What follows belongs to an exercise in optimizing a design on an open flow for small area and a short achievable clock period; a production flow would make more cautious choices.
In this exercise RTL edits were held to simulation tests only and were not proved equivalent to the original.
No activity file was given, so power comes from the tool's default toggle rates.

== job 2741 ==
// FIR
module FIR (
	input  wire        rst_n,
	input  wire        CLK,
	input  wire [15:0] sample_in,
	input  wire        En_FIR,
	output wire [31:0] sample_out
);
==> flow/config.mk <==
export PLATFORM = sky130hd
export DESIGN_NAME = FIR
export DESIGN_NICKNAME = FIR
export VERILOG_FILES = /design/flow/design.v
export SDC_FILE = /design/flow/constraint.sdc
export NUM_CORES = 8
export LEC_CHECK = 0
export CAP_MARGIN = 20
export CORE_MARGIN = 2
export CORE_UTILIZATION = 55
export CTS_BUF_LIST = sky130_fd_sc_hd__clkbuf_4
export PLACE_DENSITY = 0.7
export SLEW_MARGIN = 20
export SYNTH_HIERARCHICAL = 1
==> flow/constraint.sdc <==
create_clock -name core_clock -period 24.0 [get_ports {CLK}]
set_input_delay 4.8000 -clock core_clock [delete_from_list [all_inputs] [get_ports {CLK}]]
set_output_delay 4.8000 -clock core_clock [all_outputs]
set_load 0.01 [all_outputs]
standard.sh (not shown) runs the stock make flow with config.mk's settings and CLKGATE_MAP_FILE= SYNTH_SCRIPT=/design/flow/synth_recipe.tcl, a recipe that flattens the netlist after the stock synthesis.
==> flow/flow/run.sh <==
#!/bin/bash
# Own flow: the standard layout (standard.sh, unchanged synthesis), with
# timing repair aimed below the achieved period instead of the 24 ns clock,
# and port buffers of a plain buffer cell.  Each tool's output goes to its
# own log in this folder.
set -euo pipefail
export SETUP_SLACK_MARGIN=14.4
export BUFFER_PORTS_ARGS="-buffer_cell sky130_fd_sc_hd__buf_4"
bash standard.sh synth      > synth.log 2>&1
bash standard.sh floorplan  > floorplan.log 2>&1
bash standard.sh place      > place.log 2>&1
bash standard.sh cts        > cts.log 2>&1
bash standard.sh route      > route.log 2>&1
bash standard.sh finish     > finish.log 2>&1
In summary, job 2741 completed successfully, with a layout that passed the timing, DRC and antenna checks.
[inputs] job 5414 vs job 2741
diff --git a/flow/flow/run.sh b/flow/flow/run.sh
--- a/flow/flow/run.sh
+++ b/flow/flow/run.sh
@@ -6,3 +6,3 @@
 set -euo pipefail
-export SETUP_SLACK_MARGIN=14.4
+export SETUP_SLACK_MARGIN=13.5
 export BUFFER_PORTS_ARGS="-buffer_cell sky130_fd_sc_hd__buf_4"
diff --git a/flow/config.mk b/flow/config.mk
--- a/flow/config.mk
+++ b/flow/config.mk
@@ -9,5 +9,3 @@
 export CORE_MARGIN = 2
-export CORE_UTILIZATION = 55
-export CTS_BUF_LIST = sky130_fd_sc_hd__clkbuf_4
-export PLACE_DENSITY = 0.7
+export CORE_UTILIZATION = 40
 export SLEW_MARGIN = 20
==> run summary <==
Job 5414 completed; timing, DRC and antenna clean. Job 2741 → job 5414: area added between synthesis and finish now sits higher, worst hold slack now sits higher, setup slack of the worst register-to-register path now sits at about the same level, largest fanout of any net on the critical path now sits higher, clock-buffer cell count now sits lower. In job 5414 relative to job 2741, die area had gone up by more than a quarter. Job 2741 ended up with sample_out[27] as its capture point of the critical path; job 5414 ended up with sample_out[2]. Of job 2741 and job 5414, the lower measured slew at the worst slew-check pin belongs to job 2741.
diff inputs: job 5414 => job 6324
diff --git a/flow/flow/run.sh b/flow/flow/run.sh
--- a/flow/flow/run.sh
+++ b/flow/flow/run.sh
@@ -6,3 +6,3 @@
 set -euo pipefail
-export SETUP_SLACK_MARGIN=13.5
+export SETUP_SLACK_MARGIN=14.0
 export BUFFER_PORTS_ARGS="-buffer_cell sky130_fd_sc_hd__buf_4"
==> run summary <==
Between job 5414 and job 6324, the difference in via count is negligible. Post-route cell area of job 6324 exceeds that of job 5414 slightly. Of job 5414 and job 6324, job 6324 shows the higher global routing usage on met1, with job 5414 below it. Non-clock buffer count: job 6324 > job 5414. Job 5414 and job 6324 ended up with roughly the same cell count. Job 6324 vs job 5414, final wirelength went up by 0.44%.

---

FIR, a different RTL version from the one above (not shown whole).
For scale: ~4900 cells after synthesis, ~51 I/O pins.
==> flow/config.mk <==
export PLATFORM = sky130hd
export DESIGN_NAME = FIR
export DESIGN_NICKNAME = FIR
export VERILOG_FILES = /design/flow/design.v
export SDC_FILE = /design/flow/constraint.sdc
export NUM_CORES = 8
export LEC_CHECK = 0
export CAP_MARGIN = 20
export CORE_MARGIN = 2
export CORE_UTILIZATION = 55
export PLACE_DENSITY = 0.7
export SLEW_MARGIN = 20
export SYNTH_HIERARCHICAL = 1
==> flow/constraint.sdc <==
create_clock -name core_clock -period 24.0 [get_ports {CLK}]
set_input_delay 4.8000 -clock core_clock [delete_from_list [all_inputs] [get_ports {CLK}]]
set_output_delay 4.8000 -clock core_clock [all_outputs]
set_load 0.01 [all_outputs]
==> flow/flow/run.sh <==
#!/bin/bash
# Own flow: the standard layout (standard.sh, unchanged synthesis), with
# timing repair aimed below the achieved period instead of the 24 ns clock,
# port buffers of a plain buffer cell, and a clock tree with larger sink
# clusters.  Each tool's output goes to its own log in this folder.
set -euo pipefail
export SETUP_SLACK_MARGIN=14.05
export BUFFER_PORTS_ARGS="-buffer_cell sky130_fd_sc_hd__buf_4"
export CTS_ARGS="-sink_clustering_enable -repair_clock_nets -buf_list sky130_fd_sc_hd__clkbuf_4 -sink_clustering_size 10 -sink_clustering_max_diameter 35 -dont_use_dummy_load"
bash standard.sh synth      > synth.log 2>&1
bash standard.sh floorplan  > floorplan.log 2>&1
bash standard.sh place      > place.log 2>&1
bash standard.sh cts        > cts.log 2>&1
bash standard.sh route      > route.log 2>&1
bash standard.sh finish     > finish.log 2>&1
The starting point completed without violations.
Then changed:
--- a/flow/flow/run.sh
+++ b/flow/flow/run.sh
@@ -7 +7 @@
-export SETUP_SLACK_MARGIN=14.05
+export SETUP_SLACK_MARGIN=14.0
@@ -9 +9 @@
-export CTS_ARGS="-sink_clustering_enable -repair_clock_nets -buf_list sky130_fd_sc_hd__clkbuf_4 -sink_clustering_size 10 -sink_clustering_max_diameter 35 -dont_use_dummy_load"
+export CTS_ARGS="-sink_clustering_enable -repair_clock_nets -buf_list sky130_fd_sc_hd__clkbuf_8 -sink_clustering_size 12 -sink_clustering_max_diameter 50 -dont_use_dummy_load"
Outcome:
- setup slack is worse by 0.019 ns
- via count falls by 1.1%
- cell area barely changes
- count of clock-buffer cells in the layout falls by 65
- cell count falls by 0.86%
- worst hold slack is better by 0.020 ns
Then changed:
--- a/flow/flow/run.sh
+++ b/flow/flow/run.sh
@@ -7 +7 @@
-export SETUP_SLACK_MARGIN=14.0
+export SETUP_SLACK_MARGIN=14.05
@@ -9 +9 @@
-export CTS_ARGS="-sink_clustering_enable -repair_clock_nets -buf_list sky130_fd_sc_hd__clkbuf_8 -sink_clustering_size 12 -sink_clustering_max_diameter 50 -dont_use_dummy_load"
+export CTS_ARGS="-sink_clustering_enable -repair_clock_nets -buf_list sky130_fd_sc_hd__clkbuf_4 -sink_clustering_size 10 -sink_clustering_max_diameter 50 -dont_use_dummy_load"
Via count grows by about 0.5%.
Non-clock buffer count fell by 11.
Fmax hardly moves.
Die area does not change.
Hold slack gets worse by 0.040 ns.
Clock skew rises by 0.0040 ns.
Power shrinks by 3.2%.

==> separate check: timing with driven ports <==
The results above use ideal ports. As a check the final layouts listed here were re-extracted and re-timed, cells and wires unchanged. Step 1, drivers: a clkbuf_16 drives CLK and a buf_2 each remaining input, both assumed. Step 2 adds t to the input delays and takes it off the output delays; t is the mean of the earliest and latest rising clock arrival at the registers after step 1. Input paths then give back, and output paths get back, about the clock's delay inside the block. a / b / c = ideal / step 1 / step 2; a / b = the first two.
run	shift t [ns]	setup WS [ns]	latest minus earliest clock arrival (ns)	worst register clock-pin slew, ns	pins driven straight from the clock port
job 2741	1.466	13.991 / 13.619 / 13.619	0.138 / 0.137	0.09 / 0.09	1
job 5414	0.884	13.634 / 13.611 / 13.343	0.056 / 0.056	0.08 / 0.08	1
job 6324	0.881	13.980 / 13.624 / 13.195	0.055 / 0.055	0.08 / 0.08	1
the first run of note 2	1.250	14.007 / 13.670 / 13.316	0.170 / 0.170	0.11 / 0.11	1
the second run of note 2	0.927	13.988 / 13.633 / 13.619	0.116 / 0.116	0.09 / 0.09	1
the third run of note 2	1.192	14.003 / 13.665 / 13.511	0.130 / 0.129	0.12 / 0.12	1
After both steps every run listed still meets setup and hold. The setup slack of job 6324, which loses most, moves by -0.356 ns with the drivers and by -0.785 ns with both steps.
